Source: an optimization exercise on an open RTL-to-GDS flow (aim: small area and a short achievable clock period). Production flows keep margins and buffers that such runs may drop. No functional check of the RTL was part of this run. No activity file was given, so power comes from the tool's default toggle rates.

===== design/flow/design.v =====
`timescale 1ns/1ps
module register #(
    parameter NUM_STAGES = 2,
    parameter DATA_WIDTH = 2,
    parameter USE_RESET  = 1
)(
    input  wire                  CLK,
    input  wire                  RESET,
    input  wire [DATA_WIDTH-1:0] DIN,
    output wire [DATA_WIDTH-1:0] DOUT
);
genvar i;
generate
if (NUM_STAGES == 0)
begin : pass
    assign DOUT = DIN;
end
else
begin : stages
    reg [NUM_STAGES*DATA_WIDTH-1:0] din_delay;
    for (i=0; i<NUM_STAGES; i=i+1)
    begin : REGISTER_STAGES
        wire [DATA_WIDTH-1:0] prev;
        if (i == 0) begin : first
            assign prev = DIN;
        end else begin : rest
            assign prev = din_delay[(i-1)*DATA_WIDTH+:DATA_WIDTH];
        end
        always @(posedge CLK)
        begin
            if (USE_RESET && RESET)
                din_delay[i*DATA_WIDTH+:DATA_WIDTH] <= 0;
            else
                din_delay[i*DATA_WIDTH+:DATA_WIDTH] <= prev;
        end
    end
    assign DOUT = din_delay[(NUM_STAGES-1)*DATA_WIDTH+:DATA_WIDTH];
end
endgenerate
endmodule
`timescale 1ns/1ps
module macc (
  input  wire                 clk,
  input  wire                 reset,
  input  wire                 enable,
  input  wire                 clear,
  input  wire [ 2 : 0 ]       op_code,
  input  wire [ 15 : 0 ]      op_0,
  input  wire [ 15 : 0 ]      op_1,
  input  wire [ 15 : 0 ]      op_add,
  output wire [ 15 : 0 ]      out
);
  reg  [15:0] a1;
  reg  [7:0] neg1, one1, two1;
  reg  [15:0] add1;
  reg  [1:0] mode1;
  reg  en1, clr1;
  wire [15:0] b = op_code[0] ? op_0 : op_1;
  wire [16:0] bx = {b, 1'b0};
  wire [7:0] neg0, one0, two0;
  genvar g;
  generate for (g = 0; g < 8; g = g + 1) begin : booth
    assign neg0[g] = bx[2*g+2];
    assign one0[g] = bx[2*g+1] ^ bx[2*g];
    assign two0[g] = (bx[2*g+2] & ~bx[2*g+1] & ~bx[2*g]) | (~bx[2*g+2] & bx[2*g+1] & bx[2*g]);
  end endgenerate
  always @(posedge clk) begin
    a1    <= op_0;
    neg1  <= neg0;
    one1  <= one0;
    two1  <= two0;
    add1  <= op_add;
    mode1 <= op_code[2:1];
    en1   <= enable && !reset;
    clr1  <= clear;
  end
  wire pp0_0;
  wire pp0_1;
  wire pp0_2;
  wire pp0_3;
  wire pp0_4;
  wire pp0_5;
  wire pp0_6;
  wire pp0_7;
  wire pp0_8;
  wire pp0_9;
  wire pp0_10;
  wire pp0_11;
  wire pp0_12;
  wire pp0_13;
  wire pp0_14;
  wire pp0_15;
  wire pp1_0;
  wire pp1_1;
  wire pp1_2;
  wire pp1_3;
  wire pp1_4;
  wire pp1_5;
  wire pp1_6;
  wire pp1_7;
  wire pp1_8;
  wire pp1_9;
  wire pp1_10;
  wire pp1_11;
  wire pp1_12;
  wire pp1_13;
  wire pp2_0;
  wire pp2_1;
  wire pp2_2;
  wire pp2_3;
  wire pp2_4;
  wire pp2_5;
  wire pp2_6;
  wire pp2_7;
  wire pp2_8;
  wire pp2_9;
  wire pp2_10;
  wire pp2_11;
  wire pp3_0;
  wire pp3_1;
  wire pp3_2;
  wire pp3_3;
  wire pp3_4;
  wire pp3_5;
  wire pp3_6;
  wire pp3_7;
  wire pp3_8;
  wire pp3_9;
  wire pp4_0;
  wire pp4_1;
  wire pp4_2;
  wire pp4_3;
  wire pp4_4;
  wire pp4_5;
  wire pp4_6;
  wire pp4_7;
  wire pp5_0;
  wire pp5_1;
  wire pp5_2;
  wire pp5_3;
  wire pp5_4;
  wire pp5_5;
  wire pp6_0;
  wire pp6_1;
  wire pp6_2;
  wire pp6_3;
  wire pp7_0;
  wire pp7_1;
  wire t2s1;
  wire t2c2;
  wire t2s3;
  wire t2c4;
  wire t2s5;
  wire t2c6;
  wire t2s7;
  wire t2c8;
  wire t2s9;
  wire t2c10;
  wire t2s11;
  wire t2c12;
  wire t2s13;
  wire t2c14;
  wire t2s15;
  wire t2c16;
  wire t2s17;
  wire t2c18;
  wire t2s19;
  wire t2c20;
  wire t2s21;
  wire t2c22;
  wire t2s23;
  wire t2c24;
  wire t2s25;
  wire t2c26;
  wire t2s27;
  wire t2c28;
  wire t2s29;
  wire t2c30;
  wire t2s31;
  wire t2c32;
  wire t2s33;
  wire t2c34;
  wire t2s35;
  wire t2c36;
  wire t2s37;
  wire t2c38;
  wire t2s39;
  wire t2c40;
  wire t2s41;
  wire t2c42;
  wire t2s43;
  wire t2c44;
  wire t2s45;
  wire t2c46;
  wire t2s47;
  wire t2c48;
  wire t2s49;
  wire t2c50;
  wire t2s51;
  wire t2c52;
  wire t2s53;
  wire t2c54;
  wire t2s55;
  wire t2c56;
  wire t2s57;
  wire t2c58;
  wire t2s59;
  wire t2c60;
  wire t2s61;
  wire t2c62;
  wire t2s63;
  wire t2c64;
  wire t2s65;
  wire t2c66;
  wire t2s67;
  wire t2c68;
  wire t2s69;
  wire t2c70;
  wire t2s71;
  wire t2c72;
  wire t2s73;
  wire t2c74;
  wire t2s75;
  wire t2c76;
  wire t2s77;
  wire t2c78;
  wire t2s79;
  wire t2c80;
  wire t2s81;
  wire t2c82;
  wire t2s83;
  wire t2c84;
  wire t2s85;
  wire t2c86;
  wire t2s87;
  wire t2c88;
  wire t2s89;
  wire t2c90;
  wire t2s91;
  wire t2c92;
  wire t2s93;
  wire t2c94;
  wire t2s95;
  wire t2c96;
  wire t2s97;
  wire t2c98;
  wire t2x99;
  wire t2x100;
  wire t2x101;
  wire t2x102;
  wire t2x103;
  wire t2x104;
  wire t2x105;
  wire t2x106;
  wire t2x107;
  wire t2x108;
  wire t2x109;
  wire t2x110;
  wire t2x111;
  assign pp0_0 = (one1[0] & a1[0]) ^ neg1[0];
  assign pp0_1 = ((one1[0] & a1[1]) | (two1[0] & a1[0])) ^ neg1[0];
  assign pp0_2 = ((one1[0] & a1[2]) | (two1[0] & a1[1])) ^ neg1[0];
  assign pp0_3 = ((one1[0] & a1[3]) | (two1[0] & a1[2])) ^ neg1[0];
  assign pp0_4 = ((one1[0] & a1[4]) | (two1[0] & a1[3])) ^ neg1[0];
  assign pp0_5 = ((one1[0] & a1[5]) | (two1[0] & a1[4])) ^ neg1[0];
  assign pp0_6 = ((one1[0] & a1[6]) | (two1[0] & a1[5])) ^ neg1[0];
  assign pp0_7 = ((one1[0] & a1[7]) | (two1[0] & a1[6])) ^ neg1[0];
  assign pp0_8 = ((one1[0] & a1[8]) | (two1[0] & a1[7])) ^ neg1[0];
  assign pp0_9 = ((one1[0] & a1[9]) | (two1[0] & a1[8])) ^ neg1[0];
  assign pp0_10 = ((one1[0] & a1[10]) | (two1[0] & a1[9])) ^ neg1[0];
  assign pp0_11 = ((one1[0] & a1[11]) | (two1[0] & a1[10])) ^ neg1[0];
  assign pp0_12 = ((one1[0] & a1[12]) | (two1[0] & a1[11])) ^ neg1[0];
  assign pp0_13 = ((one1[0] & a1[13]) | (two1[0] & a1[12])) ^ neg1[0];
  assign pp0_14 = ((one1[0] & a1[14]) | (two1[0] & a1[13])) ^ neg1[0];
  assign pp0_15 = ((one1[0] & a1[15]) | (two1[0] & a1[14])) ^ neg1[0];
  assign pp1_0 = (one1[1] & a1[0]) ^ neg1[1];
  assign pp1_1 = ((one1[1] & a1[1]) | (two1[1] & a1[0])) ^ neg1[1];
  assign pp1_2 = ((one1[1] & a1[2]) | (two1[1] & a1[1])) ^ neg1[1];
  assign pp1_3 = ((one1[1] & a1[3]) | (two1[1] & a1[2])) ^ neg1[1];
  assign pp1_4 = ((one1[1] & a1[4]) | (two1[1] & a1[3])) ^ neg1[1];
  assign pp1_5 = ((one1[1] & a1[5]) | (two1[1] & a1[4])) ^ neg1[1];
  assign pp1_6 = ((one1[1] & a1[6]) | (two1[1] & a1[5])) ^ neg1[1];
  assign pp1_7 = ((one1[1] & a1[7]) | (two1[1] & a1[6])) ^ neg1[1];
  assign pp1_8 = ((one1[1] & a1[8]) | (two1[1] & a1[7])) ^ neg1[1];
  assign pp1_9 = ((one1[1] & a1[9]) | (two1[1] & a1[8])) ^ neg1[1];
  assign pp1_10 = ((one1[1] & a1[10]) | (two1[1] & a1[9])) ^ neg1[1];
  assign pp1_11 = ((one1[1] & a1[11]) | (two1[1] & a1[10])) ^ neg1[1];
  assign pp1_12 = ((one1[1] & a1[12]) | (two1[1] & a1[11])) ^ neg1[1];
  assign pp1_13 = ((one1[1] & a1[13]) | (two1[1] & a1[12])) ^ neg1[1];
  assign pp2_0 = (one1[2] & a1[0]) ^ neg1[2];
  assign pp2_1 = ((one1[2] & a1[1]) | (two1[2] & a1[0])) ^ neg1[2];
  assign pp2_2 = ((one1[2] & a1[2]) | (two1[2] & a1[1])) ^ neg1[2];
  assign pp2_3 = ((one1[2] & a1[3]) | (two1[2] & a1[2])) ^ neg1[2];
  assign pp2_4 = ((one1[2] & a1[4]) | (two1[2] & a1[3])) ^ neg1[2];
  assign pp2_5 = ((one1[2] & a1[5]) | (two1[2] & a1[4])) ^ neg1[2];
  assign pp2_6 = ((one1[2] & a1[6]) | (two1[2] & a1[5])) ^ neg1[2];
  assign pp2_7 = ((one1[2] & a1[7]) | (two1[2] & a1[6])) ^ neg1[2];
  assign pp2_8 = ((one1[2] & a1[8]) | (two1[2] & a1[7])) ^ neg1[2];
  assign pp2_9 = ((one1[2] & a1[9]) | (two1[2] & a1[8])) ^ neg1[2];
  assign pp2_10 = ((one1[2] & a1[10]) | (two1[2] & a1[9])) ^ neg1[2];
  assign pp2_11 = ((one1[2] & a1[11]) | (two1[2] & a1[10])) ^ neg1[2];
  assign pp3_0 = (one1[3] & a1[0]) ^ neg1[3];
  assign pp3_1 = ((one1[3] & a1[1]) | (two1[3] & a1[0])) ^ neg1[3];
  assign pp3_2 = ((one1[3] & a1[2]) | (two1[3] & a1[1])) ^ neg1[3];
  assign pp3_3 = ((one1[3] & a1[3]) | (two1[3] & a1[2])) ^ neg1[3];
  assign pp3_4 = ((one1[3] & a1[4]) | (two1[3] & a1[3])) ^ neg1[3];
  assign pp3_5 = ((one1[3] & a1[5]) | (two1[3] & a1[4])) ^ neg1[3];
  assign pp3_6 = ((one1[3] & a1[6]) | (two1[3] & a1[5])) ^ neg1[3];
  assign pp3_7 = ((one1[3] & a1[7]) | (two1[3] & a1[6])) ^ neg1[3];
  assign pp3_8 = ((one1[3] & a1[8]) | (two1[3] & a1[7])) ^ neg1[3];
  assign pp3_9 = ((one1[3] & a1[9]) | (two1[3] & a1[8])) ^ neg1[3];
  assign pp4_0 = (one1[4] & a1[0]) ^ neg1[4];
  assign pp4_1 = ((one1[4] & a1[1]) | (two1[4] & a1[0])) ^ neg1[4];
  assign pp4_2 = ((one1[4] & a1[2]) | (two1[4] & a1[1])) ^ neg1[4];
  assign pp4_3 = ((one1[4] & a1[3]) | (two1[4] & a1[2])) ^ neg1[4];
  assign pp4_4 = ((one1[4] & a1[4]) | (two1[4] & a1[3])) ^ neg1[4];
  assign pp4_5 = ((one1[4] & a1[5]) | (two1[4] & a1[4])) ^ neg1[4];
  assign pp4_6 = ((one1[4] & a1[6]) | (two1[4] & a1[5])) ^ neg1[4];
  assign pp4_7 = ((one1[4] & a1[7]) | (two1[4] & a1[6])) ^ neg1[4];
  assign pp5_0 = (one1[5] & a1[0]) ^ neg1[5];
  assign pp5_1 = ((one1[5] & a1[1]) | (two1[5] & a1[0])) ^ neg1[5];
  assign pp5_2 = ((one1[5] & a1[2]) | (two1[5] & a1[1])) ^ neg1[5];
  assign pp5_3 = ((one1[5] & a1[3]) | (two1[5] & a1[2])) ^ neg1[5];
  assign pp5_4 = ((one1[5] & a1[4]) | (two1[5] & a1[3])) ^ neg1[5];
  assign pp5_5 = ((one1[5] & a1[5]) | (two1[5] & a1[4])) ^ neg1[5];
  assign pp6_0 = (one1[6] & a1[0]) ^ neg1[6];
  assign pp6_1 = ((one1[6] & a1[1]) | (two1[6] & a1[0])) ^ neg1[6];
  assign pp6_2 = ((one1[6] & a1[2]) | (two1[6] & a1[1])) ^ neg1[6];
  assign pp6_3 = ((one1[6] & a1[3]) | (two1[6] & a1[2])) ^ neg1[6];
  assign pp7_0 = (one1[7] & a1[0]) ^ neg1[7];
  assign pp7_1 = ((one1[7] & a1[1]) | (two1[7] & a1[0])) ^ neg1[7];
  assign t2s1 = neg1[1] ^ pp0_2;
  assign t2c2 = neg1[1] & pp0_2;
  assign t2s3 = pp0_3 ^ pp1_1;
  assign t2c4 = pp0_3 & pp1_1;
  assign t2s5 = neg1[2] ^ pp0_4 ^ pp1_2;
  assign t2c6 = (neg1[2] & pp0_4) | (neg1[2] & pp1_2) | (pp0_4 & pp1_2);
  assign t2s7 = pp2_0 ^ t2c4;
  assign t2c8 = pp2_0 & t2c4;
  assign t2s9 = pp0_5 ^ pp1_3 ^ pp2_1;
  assign t2c10 = (pp0_5 & pp1_3) | (pp0_5 & pp2_1) | (pp1_3 & pp2_1);
  assign t2s11 = t2c8 ^ t2c6;
  assign t2c12 = t2c8 & t2c6;
  assign t2s13 = neg1[3] ^ pp0_6 ^ pp1_4;
  assign t2c14 = (neg1[3] & pp0_6) | (neg1[3] & pp1_4) | (pp0_6 & pp1_4);
  assign t2s15 = pp2_2 ^ pp3_0 ^ t2c10;
  assign t2c16 = (pp2_2 & pp3_0) | (pp2_2 & t2c10) | (pp3_0 & t2c10);
  assign t2s17 = t2s13 ^ t2c12;
  assign t2c18 = t2s13 & t2c12;
  assign t2s19 = pp0_7 ^ pp1_5 ^ pp2_3;
  assign t2c20 = (pp0_7 & pp1_5) | (pp0_7 & pp2_3) | (pp1_5 & pp2_3);
  assign t2s21 = pp3_1 ^ t2c14 ^ t2s19;
  assign t2c22 = (pp3_1 & t2c14) | (pp3_1 & t2s19) | (t2c14 & t2s19);
  assign t2s23 = t2c18 ^ t2c16;
  assign t2c24 = t2c18 & t2c16;
  assign t2s25 = neg1[4] ^ pp0_8 ^ pp1_6;
  assign t2c26 = (neg1[4] & pp0_8) | (neg1[4] & pp1_6) | (pp0_8 & pp1_6);
  assign t2s27 = pp2_4 ^ pp3_2 ^ pp4_0;
  assign t2c28 = (pp2_4 & pp3_2) | (pp2_4 & pp4_0) | (pp3_2 & pp4_0);
  assign t2s29 = t2c20 ^ t2s25 ^ t2s27;
  assign t2c30 = (t2c20 & t2s25) | (t2c20 & t2s27) | (t2s25 & t2s27);
  assign t2s31 = t2c22 ^ t2s29;
  assign t2c32 = t2c22 & t2s29;
  assign t2s33 = pp0_9 ^ pp1_7 ^ pp2_5;
  assign t2c34 = (pp0_9 & pp1_7) | (pp0_9 & pp2_5) | (pp1_7 & pp2_5);
  assign t2s35 = pp3_3 ^ pp4_1 ^ t2c26;
  assign t2c36 = (pp3_3 & pp4_1) | (pp3_3 & t2c26) | (pp4_1 & t2c26);
  assign t2s37 = t2c28 ^ t2s33 ^ t2c30;
  assign t2c38 = (t2c28 & t2s33) | (t2c28 & t2c30) | (t2s33 & t2c30);
  assign t2s39 = t2s35 ^ t2c32;
  assign t2c40 = t2s35 & t2c32;
  assign t2s41 = neg1[5] ^ pp0_10 ^ pp1_8;
  assign t2c42 = (neg1[5] & pp0_10) | (neg1[5] & pp1_8) | (pp0_10 & pp1_8);
  assign t2s43 = pp2_6 ^ pp3_4 ^ pp4_2;
  assign t2c44 = (pp2_6 & pp3_4) | (pp2_6 & pp4_2) | (pp3_4 & pp4_2);
  assign t2s45 = pp5_0 ^ t2c34 ^ t2s41;
  assign t2c46 = (pp5_0 & t2c34) | (pp5_0 & t2s41) | (t2c34 & t2s41);
  assign t2s47 = t2s43 ^ t2c36 ^ t2s45;
  assign t2c48 = (t2s43 & t2c36) | (t2s43 & t2s45) | (t2c36 & t2s45);
  assign t2s49 = t2c38 ^ t2c40;
  assign t2c50 = t2c38 & t2c40;
  assign t2s51 = pp0_11 ^ pp1_9 ^ pp2_7;
  assign t2c52 = (pp0_11 & pp1_9) | (pp0_11 & pp2_7) | (pp1_9 & pp2_7);
  assign t2s53 = pp3_5 ^ pp4_3 ^ pp5_1;
  assign t2c54 = (pp3_5 & pp4_3) | (pp3_5 & pp5_1) | (pp4_3 & pp5_1);
  assign t2s55 = t2c42 ^ t2c44 ^ t2s51;
  assign t2c56 = (t2c42 & t2c44) | (t2c42 & t2s51) | (t2c44 & t2s51);
  assign t2s57 = t2s53 ^ t2c46 ^ t2s55;
  assign t2c58 = (t2s53 & t2c46) | (t2s53 & t2s55) | (t2c46 & t2s55);
  assign t2s59 = t2c48 ^ t2s57;
  assign t2c60 = t2c48 & t2s57;
  assign t2s61 = neg1[6] ^ pp0_12 ^ pp1_10;
  assign t2c62 = (neg1[6] & pp0_12) | (neg1[6] & pp1_10) | (pp0_12 & pp1_10);
  assign t2s63 = pp2_8 ^ pp3_6 ^ pp4_4;
  assign t2c64 = (pp2_8 & pp3_6) | (pp2_8 & pp4_4) | (pp3_6 & pp4_4);
  assign t2s65 = pp5_2 ^ pp6_0 ^ t2c52;
  assign t2c66 = (pp5_2 & pp6_0) | (pp5_2 & t2c52) | (pp6_0 & t2c52);
  assign t2s67 = t2c54 ^ t2s61 ^ t2s63;
  assign t2c68 = (t2c54 & t2s61) | (t2c54 & t2s63) | (t2s61 & t2s63);
  assign t2s69 = t2c56 ^ t2s65 ^ t2s67;
  assign t2c70 = (t2c56 & t2s65) | (t2c56 & t2s67) | (t2s65 & t2s67);
  assign t2s71 = t2c58 ^ t2s69;
  assign t2c72 = t2c58 & t2s69;
  assign t2s73 = pp0_13 ^ pp1_11 ^ pp2_9;
  assign t2c74 = (pp0_13 & pp1_11) | (pp0_13 & pp2_9) | (pp1_11 & pp2_9);
  assign t2s75 = pp3_7 ^ pp4_5 ^ pp5_3;
  assign t2c76 = (pp3_7 & pp4_5) | (pp3_7 & pp5_3) | (pp4_5 & pp5_3);
  assign t2s77 = pp6_1 ^ t2c62 ^ t2c64;
  assign t2c78 = (pp6_1 & t2c62) | (pp6_1 & t2c64) | (t2c62 & t2c64);
  assign t2s79 = t2s73 ^ t2s75 ^ t2c66;
  assign t2c80 = (t2s73 & t2s75) | (t2s73 & t2c66) | (t2s75 & t2c66);
  assign t2s81 = t2c68 ^ t2s77 ^ t2s79;
  assign t2c82 = (t2c68 & t2s77) | (t2c68 & t2s79) | (t2s77 & t2s79);
  assign t2s83 = t2c70 ^ t2c72;
  assign t2c84 = t2c70 & t2c72;
  assign t2s85 = neg1[7] ^ pp0_14 ^ pp1_12;
  assign t2c86 = (neg1[7] & pp0_14) | (neg1[7] & pp1_12) | (pp0_14 & pp1_12);
  assign t2s87 = pp2_10 ^ pp3_8 ^ pp4_6;
  assign t2c88 = (pp2_10 & pp3_8) | (pp2_10 & pp4_6) | (pp3_8 & pp4_6);
  assign t2s89 = pp5_4 ^ pp6_2 ^ pp7_0;
  assign t2c90 = (pp5_4 & pp6_2) | (pp5_4 & pp7_0) | (pp6_2 & pp7_0);
  assign t2s91 = t2c74 ^ t2c76 ^ t2s85;
  assign t2c92 = (t2c74 & t2c76) | (t2c74 & t2s85) | (t2c76 & t2s85);
  assign t2s93 = t2s87 ^ t2s89 ^ t2c78;
  assign t2c94 = (t2s87 & t2s89) | (t2s87 & t2c78) | (t2s89 & t2c78);
  assign t2s95 = t2s91 ^ t2c80 ^ t2s93;
  assign t2c96 = (t2s91 & t2c80) | (t2s91 & t2s93) | (t2c80 & t2s93);
  assign t2s97 = t2c82 ^ t2s95;
  assign t2c98 = t2c82 & t2s95;
  assign t2x99 = pp0_15 ^ pp1_13;
  assign t2x100 = pp2_11 ^ pp3_9;
  assign t2x101 = pp4_7 ^ pp5_5;
  assign t2x102 = pp6_3 ^ pp7_1;
  assign t2x103 = t2x100 ^ t2x101;
  assign t2x104 = t2x102 ^ t2x99;
  assign t2x105 = t2x103 ^ t2x104;
  assign t2x106 = t2c86 ^ t2c88;
  assign t2x107 = t2c90 ^ t2x105;
  assign t2x108 = t2x106 ^ t2x107;
  assign t2x109 = t2c92 ^ t2x108;
  assign t2x110 = t2x109 ^ t2c94;
  assign t2x111 = t2x110 ^ t2c96;
  reg  p2_0_0;
  reg  p2_0_1;
  reg  p2_1_0;
  reg  p2_2_0;
  reg  p2_2_1;
  reg  p2_3_0;
  reg  p2_3_1;
  reg  p2_4_0;
  reg  p2_4_1;
  reg  p2_5_0;
  reg  p2_5_1;
  reg  p2_6_0;
  reg  p2_6_1;
  reg  p2_7_0;
  reg  p2_7_1;
  reg  p2_8_0;
  reg  p2_8_1;
  reg  p2_9_0;
  reg  p2_9_1;
  reg  p2_10_0;
  reg  p2_10_1;
  reg  p2_11_0;
  reg  p2_11_1;
  reg  p2_12_0;
  reg  p2_12_1;
  reg  p2_13_0;
  reg  p2_13_1;
  reg  p2_14_0;
  reg  p2_14_1;
  reg  p2_15_0;
  reg  p2_15_1;
  reg  [15:0] add2;
  reg  [1:0] mode2;
  reg  en2, clr2;
  always @(posedge clk) begin
    p2_0_0 <= neg1[0];
    p2_0_1 <= pp0_0;
    p2_1_0 <= pp0_1;
    p2_2_0 <= pp1_0;
    p2_2_1 <= t2s1;
    p2_3_0 <= t2c2;
    p2_3_1 <= t2s3;
    p2_4_0 <= t2s5;
    p2_4_1 <= t2s7;
    p2_5_0 <= t2s9;
    p2_5_1 <= t2s11;
    p2_6_0 <= t2s15;
    p2_6_1 <= t2s17;
    p2_7_0 <= t2s21;
    p2_7_1 <= t2s23;
    p2_8_0 <= t2c24;
    p2_8_1 <= t2s31;
    p2_9_0 <= t2s37;
    p2_9_1 <= t2s39;
    p2_10_0 <= t2s47;
    p2_10_1 <= t2s49;
    p2_11_0 <= t2c50;
    p2_11_1 <= t2s59;
    p2_12_0 <= t2c60;
    p2_12_1 <= t2s71;
    p2_13_0 <= t2s81;
    p2_13_1 <= t2s83;
    p2_14_0 <= t2c84;
    p2_14_1 <= t2s97;
    p2_15_0 <= t2x111;
    p2_15_1 <= t2c98;
    add2  <= add1;
    mode2 <= mode1;
    en2   <= en1;
    clr2  <= clr1;
  end
  reg  [15:0] acc;
  wire [15:0] dadd = mode2[0] ? acc : mode2[1] ? add2 : 16'd0;
  wire t3s112;
  wire t3c113;
  wire t3s114;
  wire t3c115;
  wire t3s116;
  wire t3c117;
  wire t3s118;
  wire t3c119;
  wire t3s120;
  wire t3c121;
  wire t3s122;
  wire t3c123;
  wire t3s124;
  wire t3c125;
  wire t3s126;
  wire t3c127;
  wire t3s128;
  wire t3c129;
  wire t3s130;
  wire t3c131;
  wire t3s132;
  wire t3c133;
  wire t3s134;
  wire t3c135;
  wire t3s136;
  wire t3c137;
  wire t3s138;
  wire t3c139;
  wire t3s140;
  wire t3c141;
  wire t3x142;
  wire t3x143;
  assign t3s112 = p2_0_0 ^ p2_0_1;
  assign t3c113 = p2_0_0 & p2_0_1;
  assign t3s114 = p2_1_0 ^ t3c113;
  assign t3c115 = p2_1_0 & t3c113;
  assign t3s116 = p2_2_0 ^ p2_2_1 ^ dadd[2];
  assign t3c117 = (p2_2_0 & p2_2_1) | (p2_2_0 & dadd[2]) | (p2_2_1 & dadd[2]);
  assign t3s118 = p2_3_0 ^ p2_3_1 ^ dadd[3];
  assign t3c119 = (p2_3_0 & p2_3_1) | (p2_3_0 & dadd[3]) | (p2_3_1 & dadd[3]);
  assign t3s120 = p2_4_0 ^ p2_4_1 ^ dadd[4];
  assign t3c121 = (p2_4_0 & p2_4_1) | (p2_4_0 & dadd[4]) | (p2_4_1 & dadd[4]);
  assign t3s122 = p2_5_0 ^ p2_5_1 ^ dadd[5];
  assign t3c123 = (p2_5_0 & p2_5_1) | (p2_5_0 & dadd[5]) | (p2_5_1 & dadd[5]);
  assign t3s124 = p2_6_0 ^ p2_6_1 ^ dadd[6];
  assign t3c125 = (p2_6_0 & p2_6_1) | (p2_6_0 & dadd[6]) | (p2_6_1 & dadd[6]);
  assign t3s126 = p2_7_0 ^ p2_7_1 ^ dadd[7];
  assign t3c127 = (p2_7_0 & p2_7_1) | (p2_7_0 & dadd[7]) | (p2_7_1 & dadd[7]);
  assign t3s128 = p2_8_0 ^ p2_8_1 ^ dadd[8];
  assign t3c129 = (p2_8_0 & p2_8_1) | (p2_8_0 & dadd[8]) | (p2_8_1 & dadd[8]);
  assign t3s130 = p2_9_0 ^ p2_9_1 ^ dadd[9];
  assign t3c131 = (p2_9_0 & p2_9_1) | (p2_9_0 & dadd[9]) | (p2_9_1 & dadd[9]);
  assign t3s132 = p2_10_0 ^ p2_10_1 ^ dadd[10];
  assign t3c133 = (p2_10_0 & p2_10_1) | (p2_10_0 & dadd[10]) | (p2_10_1 & dadd[10]);
  assign t3s134 = p2_11_0 ^ p2_11_1 ^ dadd[11];
  assign t3c135 = (p2_11_0 & p2_11_1) | (p2_11_0 & dadd[11]) | (p2_11_1 & dadd[11]);
  assign t3s136 = p2_12_0 ^ p2_12_1 ^ dadd[12];
  assign t3c137 = (p2_12_0 & p2_12_1) | (p2_12_0 & dadd[12]) | (p2_12_1 & dadd[12]);
  assign t3s138 = p2_13_0 ^ p2_13_1 ^ dadd[13];
  assign t3c139 = (p2_13_0 & p2_13_1) | (p2_13_0 & dadd[13]) | (p2_13_1 & dadd[13]);
  assign t3s140 = p2_14_0 ^ p2_14_1 ^ dadd[14];
  assign t3c141 = (p2_14_0 & p2_14_1) | (p2_14_0 & dadd[14]) | (p2_14_1 & dadd[14]);
  assign t3x142 = p2_15_0 ^ p2_15_1;
  assign t3x143 = t3x142 ^ dadd[15];
  wire [15:0] rx = {t3x143, t3c139, t3c137, t3c135, t3c133, t3c131, t3c129, t3c127, t3c125, t3c123, t3c121, t3c119, t3c117, t3c115, dadd[1], dadd[0]};
  wire [15:0] ry = {t3c141, t3s140, t3s138, t3s136, t3s134, t3s132, t3s130, t3s128, t3s126, t3s124, t3s122, t3s120, t3s118, t3s116, t3s114, t3s112};
  always @(posedge clk) begin
    if (reset || clr2)
      acc <= 16'd0;
    else if (en2)
      acc <= rx + ry;
  end
  assign out = acc;
endmodule
module ram
#(
  parameter integer DATA_WIDTH    = 16,
  parameter integer ADDR_WIDTH    = 5
)
(
  input  wire                         clk,
  input  wire                         reset,
  input  wire                         s_read_req,
  input  wire [ ADDR_WIDTH  -1 : 0 ]  s_read_addr,
  output reg  [ DATA_WIDTH  -1 : 0 ]  s_read_data,
  input  wire                         s_write_req,
  input  wire [ ADDR_WIDTH  -1 : 0 ]  s_write_addr,
  input  wire [ DATA_WIDTH  -1 : 0 ]  s_write_data
);
  reg  [ DATA_WIDTH -1 : 0 ] mem [ 0 : (1<<ADDR_WIDTH)-1 ];
  reg  [ ADDR_WIDTH -1 : 0 ] rd_addr;
  reg  [ ADDR_WIDTH -1 : 0 ] wr_addr;
  reg  [ DATA_WIDTH -1 : 0 ] wr_data;
  reg                        rd_addr_v;
  reg                        wr_addr_v;
  always @(posedge clk) begin
    rd_addr_v <= s_read_req && !reset;
    wr_addr_v <= s_write_req && !reset;
    rd_addr   <= s_read_addr;
    wr_addr   <= s_write_addr;
    wr_data   <= s_write_data;
  end
  always @(posedge clk)
    if (wr_addr_v)
      mem[wr_addr] <= wr_data;
  always @(posedge clk)
    if (reset)
      s_read_data <= 0;
    else if (rd_addr_v)
      s_read_data <= mem[rd_addr];
endmodule
`timescale 1ns/1ps
module fifo
#(
    parameter   DATA_WIDTH          = 16,
    parameter   ADDR_WIDTH          = 4,
    parameter   RAM_DEPTH           = (1 << ADDR_WIDTH)
)(
    input  wire                         clk,
    input  wire                         reset,
    input  wire                         push,
    input  wire                         pop,
    input  wire [ DATA_WIDTH -1 : 0 ]   data_in,
    output reg  [ DATA_WIDTH -1 : 0 ]   data_out
);
reg     [ADDR_WIDTH-1:0]        wr_pointer;
reg     [ADDR_WIDTH-1:0]        rd_pointer;
reg     [ADDR_WIDTH  :0]        fifo_count;
reg     [DATA_WIDTH-1:0]        mem[0:RAM_DEPTH-1];
wire empty = (fifo_count == 0);
wire full  = (fifo_count == RAM_DEPTH);
wire do_push = push && !full;
wire do_pop  = pop && !empty;
always @ (posedge clk)
begin
  if (reset)
    fifo_count <= 0;
  else if (do_push && !do_pop)
    fifo_count <= fifo_count + 1;
  else if (do_pop && !do_push)
    fifo_count <= fifo_count - 1;
end
always @ (posedge clk)
begin
  if (reset)
    wr_pointer <= 0;
  else if (do_push)
    wr_pointer <= wr_pointer + 1;
end
always @ (posedge clk)
begin
  if (reset)
    rd_pointer <= 0;
  else if (do_pop)
    rd_pointer <= rd_pointer + 1;
end
always @ (posedge clk)
  if (do_push)
    mem[wr_pointer] <= data_in;
always @ (posedge clk)
  if (do_pop)
    data_out <= mem[rd_pointer];
endmodule
module activation #(
  parameter OP_WIDTH  = 16
) (
  input  wire                                         clk,
  input  wire                                         enable,
  input  wire        [ OP_WIDTH           -1 : 0 ]    in,
  output wire        [ OP_WIDTH           -1 : 0 ]    out
);
reg [OP_WIDTH-1:0] activation_data;
always @(posedge clk)
  if (enable)
    activation_data <= ($signed(in) > 0) ? in : {OP_WIDTH{1'b0}};
  else
    activation_data <= in;
assign out = activation_data;
endmodule
`timescale 1ns/1ps
module PE #(
  parameter integer PE_BUF_ADDR_WIDTH   = 5,
  parameter integer OP_WIDTH            = 16,
  parameter integer ACC_WIDTH           = 16,
  parameter         LAYER_NORM          = "NO"
)
(
  input  wire                                         clk,
  input  wire                                         reset,
  input  wire                                         mask,
  input  wire  [ 10+2*PE_BUF_ADDR_WIDTH -1 : 0 ]      ctrl,
  input  wire                                         src_2_sel,
  input  wire  [ OP_WIDTH             -1 : 0 ]        read_data_0,
  input  wire  [ OP_WIDTH             -1 : 0 ]        read_data_1,
  input  wire  [ OP_WIDTH             -1 : 0 ]        read_data_2,
  output wire  [ OP_WIDTH             -1 : 0 ]        lrn_center,
  output wire  [ OP_WIDTH             -1 : 0 ]        write_data,
  output wire  [ OP_WIDTH             -1 : 0 ]        pe_buffer_read_data,
  input  wire                                         pe_neuron_read_req,
  input  wire  [ OP_WIDTH             -1 : 0 ]        pe_neuron_write_data,
  input  wire                                         pe_neuron_write_req,
  input  wire  [ PE_BUF_ADDR_WIDTH    -1 : 0 ]        pe_neuron_write_addr,
  output wire                                         write_valid
);
  localparam integer OP_CODE_WIDTH  = 3;
  wire [ OP_WIDTH           -1 : 0 ]  pe_buffer_write_data;
  wire [ OP_WIDTH           -1 : 0 ]  pe_buffer_read_data_d;
  wire                                src_2_sel_dd;
  wire                                _pe_buffer_write_req;
  wire                                pe_buffer_write_req;
  wire                                pe_buffer_read_req;
  wire                                _pe_buffer_read_req;
  wire                                flush, flush_d;
  wire                                enable;
  wire [ OP_CODE_WIDTH      -1 : 0 ]  op_code;
  wire [ PE_BUF_ADDR_WIDTH  -1 : 0 ]  buf_rd_addr;
  wire [ PE_BUF_ADDR_WIDTH  -1 : 0 ]  _buf_wr_addr;
  wire [ PE_BUF_ADDR_WIDTH  -1 : 0 ]  buf_wr_addr;
  wire [ OP_WIDTH           -1 : 0 ]  conv_out;
  wire                                norm_fifo_push;
  wire                                norm_fifo_pop;
  wire [ OP_WIDTH           -1 : 0 ]  macc_out;
  assign {norm_fifo_push, norm_fifo_pop,
    buf_rd_addr, _buf_wr_addr,
    flush, write_valid, _pe_buffer_write_req, _pe_buffer_read_req, enable, op_code} = ctrl;
  assign pe_buffer_read_req  = _pe_buffer_read_req || pe_neuron_read_req;
  assign pe_buffer_write_req = _pe_buffer_write_req || pe_neuron_write_req;
  assign buf_wr_addr = pe_neuron_write_req ? pe_neuron_write_addr : _buf_wr_addr;
  wire [OP_WIDTH-1:0] macc_op_add = src_2_sel_dd == 0 ?
    read_data_2 : pe_buffer_read_data;
  assign conv_out = !flush_d ? macc_out : pe_buffer_read_data_d;
  register #(.NUM_STAGES(2), .DATA_WIDTH(1)) src_2_delay (
    .CLK(clk), .RESET(reset), .DIN(src_2_sel), .DOUT(src_2_sel_dd));
  register #(.NUM_STAGES(3), .DATA_WIDTH(1)) macc_en_delay (
    .CLK(clk), .RESET(reset), .DIN(flush), .DOUT(flush_d));
  register #(.NUM_STAGES(3), .DATA_WIDTH(OP_WIDTH), .USE_RESET(0)) fifo_out_delay (
    .CLK(clk), .RESET(reset), .DIN(pe_buffer_read_data), .DOUT(pe_buffer_read_data_d));
  macc MACC_pe (
    .clk      ( clk                 ),
    .reset    ( reset               ),
    .enable   ( enable && mask      ),
    .clear    ( !mask               ),
    .op_code  ( op_code             ),
    .op_0     ( read_data_0         ),
    .op_1     ( read_data_1         ),
    .op_add   ( macc_op_add         ),
    .out      ( macc_out            )
  );
  assign pe_buffer_write_data = pe_neuron_write_req ? pe_neuron_write_data : conv_out;
  ram #(
    .DATA_WIDTH               ( OP_WIDTH                 ),
    .ADDR_WIDTH               ( PE_BUF_ADDR_WIDTH        )
  ) pe_buffer (
    .clk                      ( clk                      ),
    .reset                    ( reset                    ),
    .s_write_req              ( pe_buffer_write_req      ),
    .s_write_data             ( pe_buffer_write_data     ),
    .s_write_addr             ( buf_wr_addr              ),
    .s_read_req               ( pe_buffer_read_req       ),
    .s_read_data              ( pe_buffer_read_data      ),
    .s_read_addr              ( buf_rd_addr              )
  );
  activation #(
    .OP_WIDTH                 ( OP_WIDTH                 )
  ) ReLU (
    .clk                      ( clk                      ),
    .enable                   ( 1'b0                     ),
    .in                       ( conv_out                 ),
    .out                      ( write_data               )
  );
  fifo #(
    .DATA_WIDTH               ( OP_WIDTH                 ),
    .ADDR_WIDTH               ( 4                        )
  ) norm_fifo (
    .clk                      ( clk                      ),
    .reset                    ( reset                    ),
    .push                     ( norm_fifo_push           ),
    .pop                      ( norm_fifo_pop            ),
    .data_in                  ( read_data_0              ),
    .data_out                 ( lrn_center               )
  );
endmodule

===== design/flow/config.mk =====
export PLATFORM = sky130hd
export DESIGN_NAME = PE
export DESIGN_NICKNAME = PE
export VERILOG_FILES = /design/flow/design.v
export SDC_FILE = /design/flow/constraint.sdc
export NUM_CORES = 4
export LEC_CHECK = 0
export ABC_CLOCK_PERIOD_IN_PS = 2800
export CAP_MARGIN = 20
export CORE_MARGIN = 2
export CORE_UTILIZATION = 60
export SETUP_SLACK_MARGIN = 3.9
export SLEW_MARGIN = 20

===== design/flow/constraint.sdc =====
create_clock -name core_clock -period 6.5 [get_ports {clk}]
set_input_delay 1.3000 -clock core_clock [delete_from_list [all_inputs] [get_ports {clk}]]
set_output_delay 1.3000 -clock core_clock [all_outputs]
set_load 0.01 [all_outputs]

===== design/flow/run.sh =====
#!/bin/bash
# synth_recipe.tcl (not shown) runs the flow's synth.tcl, then flattens the netlist and writes it again
# the make line also repeats each setting of config.mk as NAME=value (left out here)
make -C /OpenROAD-flow-scripts/flow DESIGN_CONFIG=/design/flow/config.mk WORK_HOME=/design/flow/orfs CLKGATE_MAP_FILE= SYNTH_SCRIPT=/design/flow/synth_recipe.tcl finish

==> results.sh <==
export IMPL_synth_largest_area_cell="edfxtp_1"
export IMPL_slew_viol_final=0
export IMPL_critPathMaxFanout=7
export IMPL_nFillCells=4041
export IMPL_grt_max_degree=54
export IMPL_r2r_start="MACC_pe.a1[8]"
export IMPL_crit_chain="a22oi_2, xnor2_2, fa_2, fa_2, fa_1, fa_2, xnor2_2, xnor2_2, xnor2_2, xnor2_1, xnor2_1"
export IMPL_cap_violations=0
export IMPL_cpPeakStageDelay_ns=0.47
export IMPL_timing_fmax_ghz=0.3152
export IMPL_critPathSlowestCell="fa_1"
export IMPL_avgSynthCellArea_um2=18.91
export IMPL_synth_edf_count=784
export IMPL_drc=0
export IMPL_netlist_area_leader_share=0.5845
export IMPL_fin_nets=2572
export IMPL_syn_inst=2130
export IMPL_max_slew_worst_pin_slew_ns=1.149
export IMPL_grt_pass1_vias=20960
export IMPL_syn_to_final_growth_pct=18.02
export IMPL_rsz0062_at_grt="true"
export IMPL_path_clk_slew_ns=0.06
export IMPL_ctsLongestPathBuffers=3
export IMPL_gp_congestion=0.8201
export IMPL_tritoncts="built"
export IMPL_cts_root_buf="clkbuf_16"
export IMPL_syn_cell_area_mm2=0.04028
export IMPL_final_util=0.7191
export IMPL_routedWlPerCell_um=28.38
export IMPL_min_delay_start="MACC_pe.clr1"
export IMPL_drtPass1Iterations=5
export IMPL_worstSetupEndpointType="register"
export IMPL_ant_nets=0
export IMPL_clock_sinks=1037
export IMPL_cp_arrival_ns=3.72
export IMPL_leakagePower_nw=16.27
export IMPL_die_x_um=263.1
export IMPL_start_util=0.6093
export IMPL_multi_input_area_mm2=0.01154
export IMPL_worstSetupPathType="register to register"
export IMPL_r2r_slack_ns=3.33
export IMPL_synth_ff_type="edfxtp_1"
export IMPL_io_buffers=141
export IMPL_ys_ff_latch=1037
export IMPL_core_rowCount=94
export IMPL_vias=20370
export IMPL_grt_pass1_wl_um=138300
export IMPL_yosysSeqAreaShare=0.7103
export IMPL_post_drt_via_cell_ratio=6.109
export IMPL_worst_setup_path_start_kind="register"
export IMPL_dp_hpwl_um=57120
export IMPL_groute_usage_overall=0.2770
export IMPL_numCtsBuffers=100
export IMPL_status="no timing/DRC/antenna violations"
export IMPL_drive_gt1_frac=0.3185
export IMPL_final_hold_violation_count=0
export IMPL_worst_slack_ns=3.328
export IMPL_seq_area_mm2=0.02879
export IMPL_dp_cells=3072
export IMPL_die_h_um=263.1
export IMPL_io_pins=144
export IMPL_ys_warn_count=7
export IMPL_dieArea_mm2=0.06922
export IMPL_slew_headroom=0.2314
export IMPL_clk_latency_ns=0.67
export IMPL_timing_setup_tns_ns=0
export IMPL_min_period_over_period=0.4880
export IMPL_wirelength_um=94620
export IMPL_finClkSkew_ns=0.03937
export IMPL_first_iter_violations=1998
export IMPL_crit_start="MACC_pe.a1[8]"
export IMPL_h_tree_depth=3
export IMPL_fin_crit_ns=3.172
export IMPL_setup_viol=0
export IMPL_stdcell_count=3334
export IMPL_grt_overflow=0
export IMPL_cp_required_ns=7.05
export IMPL_syn_nets=2315
export IMPL_async_flop_share=0
export IMPL_critPathMostFrequentCell="xnor2_2"
export IMPL_grt_antenna_before_repair=6
export IMPL_peakVddDrop_mv=0.2240
export IMPL_design_core_area_mm2=0.06610
export IMPL_synth_area_leaders="edfxtp_1 58%, mux4_2 13%, dfxtp_1 13%"
export IMPL_p_per_area_mw_per_mm2=360.5
export IMPL_place_ws_ns=2.812
export IMPL_min_delay_path_class="register to register"
export IMPL_ys_types=42
==> state kept, by name, indices dropped and copies added (netlist names), 16 cells and up <==
| register | flops |
|---|---|
| MACC_pe.a1 | 16 |
| MACC_pe.acc | 16 |
| MACC_pe.add1 | 16 |
| MACC_pe.add2 | 16 |
| ReLU.activation_data | 16 |
| fifo_out_delay.stages.din_delay | 48 |
| norm_fifo.data_out | 16 |
| norm_fifo.mem | 256 |
| pe_buffer.mem | 512 |
| pe_buffer.s_read_data | 16 |
| pe_buffer.wr_data | 16 |
==> cells in the final DEF (no fill, tap or decap), drive strengths merged, types with 5 or more instances in the layout <==
cell type      Yosys  layout
mux2              55      55
clkinv             0      30
a211oi            23      23
xnor2             81      81
nor3               8       8
clkbuf            65     146
dfxtp            253     253
mux2i             36      36
a22oi             75      75
xor2              35      35
nand3             12      12
fa                51      51
ha                39      39
nand3b             5       5
a21oi             23      23
a21o               6       6
edfxtp           784     784
nand2             36      36
nor2b              7       8
mux4             240     240
clkdlybuf4s50      0      86
nor2             104     104
buf               46     140
o21ai             18      18
clkdlybuf4s15      0      18
dlygate4sd2        0      13
inv               96      99
bufinv             0       6
==> worst max-delay path, delay by kind of cell (launching register included) <==
kind            cells  cell delay, ns
compound gates      1            0.25
flops               1            0.38
xor+xnor            6            0.87
fa+ha+maj           4            1.57
==> timing repair <==
action / in CTS / in global routing
buffers inserted: 55 / 16
cloned: 3 / 2
resized for setup: 260 / 56
endpoints found under the setup margin: 377 / 73
pin swaps: 42 / 60
hold buffers: 0 / 0
==> synth_stat cells (39+ instances only) <==
cell	n
mux2_2	55
a22oi_1	75
ha_1	39
inv_1	95
fa_1	51
xnor2_1	81
edfxtp_1	784
nor2_1	104
dfxtp_1	253
clkbuf_1	64
mux4_2	240
==> logic make-up after synthesis <==
| logic type | after synthesis | synth area share |
|---|---|---|
| flops | 1037 | 0.7103 |
| buf+inv | 207 | 0.02053 |
| fa+ha+maj | 90 | 0.03747 |
| compound gates | 158 | 0.02721 |
| mux | 331 | 0.1585 |
| simple gates | 191 | 0.02075 |
| xor+xnor | 116 | 0.02523 |
==> report_power, final <==
| group | total (W) | switching (W) | internal [W] |
|---|---|---|---|
| registers | 0.00787 | 0.000324 | 0.00754 |
| clock network | 0.00568 | 0.00242 | 0.00326 |
| logic | 0.00359 | 0.00183 | 0.00176 |
==> path summary, 6_finish.rpt <==
check | endpoint | cells past startpoint
hold reg to reg | MACC_pe.clr2 | 0
hold / removal | MACC_pe.clr2 | 0
setup reg to reg | MACC_pe.p2_15_0 | 11
setup / recovery | MACC_pe.p2_15_0 | 11
==> stage by stage <==
step / total power, W / hold WS (ns) / area, um^2
after global placement: 0.01115 / 0.3096 / 43010
after detailed placement: 0.01121 / 0.3121 / 43020
final: 0.01713 / 0.3102 / 47530
after CTS: 0.01709 / 0.3162 / 47100
after global routing: 0.01788 / 0.3228 / 47530
after floorplan: 0.01021 / 0.3096 / 40780
==> routing by layer <==
metal  global-route usage  up-vias  share of wire
met1               0.3823    10550           0.40
li1                     -     8804              -
met3              0.03900      197          0.066
met4               0.1056        4          0.039
met2               0.4558      810           0.50
met5                    0        -        0.00026
==> area by class of cell <==
cell class                 count  area share
sequential                  1037      0.6057
multi-input combinational    887      0.2428
clock buffer                 141     0.05915
timing repair buffer         265     0.05283
tap                          864     0.02274
clock inverter                42    0.008923
inverter                      96    0.007686
antenna                        2   0.0001053

port drivers added, routing unchanged:
Ports are ideal in the flow. The routed layout listed here was re-timed in OpenROAD. Step 1: set_driving_cell puts a clkbuf_16 on clk and a buf_2 on each other input, an assumption about the parent block. Step 2 adds t to the input delays and takes it off the output delays; t is the mean of the earliest and latest rising clock arrival at the registers after step 1. Input paths then give back, and output paths get back, about the clock's delay inside the block. Slacks: no drivers / after step 1 / after step 2; pairs: no drivers / after step 1.
shift t [ns]: 0.714
setup slack, ns: 3.328 / 3.328 / 3.160
hold slack, ns: 0.310 / 0.310 / 0.310
latest minus earliest clock arrival (ns): 0.045 / 0.045
pins driven straight from the clock port: 1
After both steps setup and hold are still met in this run. The setup slack of this run moves by 0.000 ns with the drivers and by -0.168 ns with both steps.
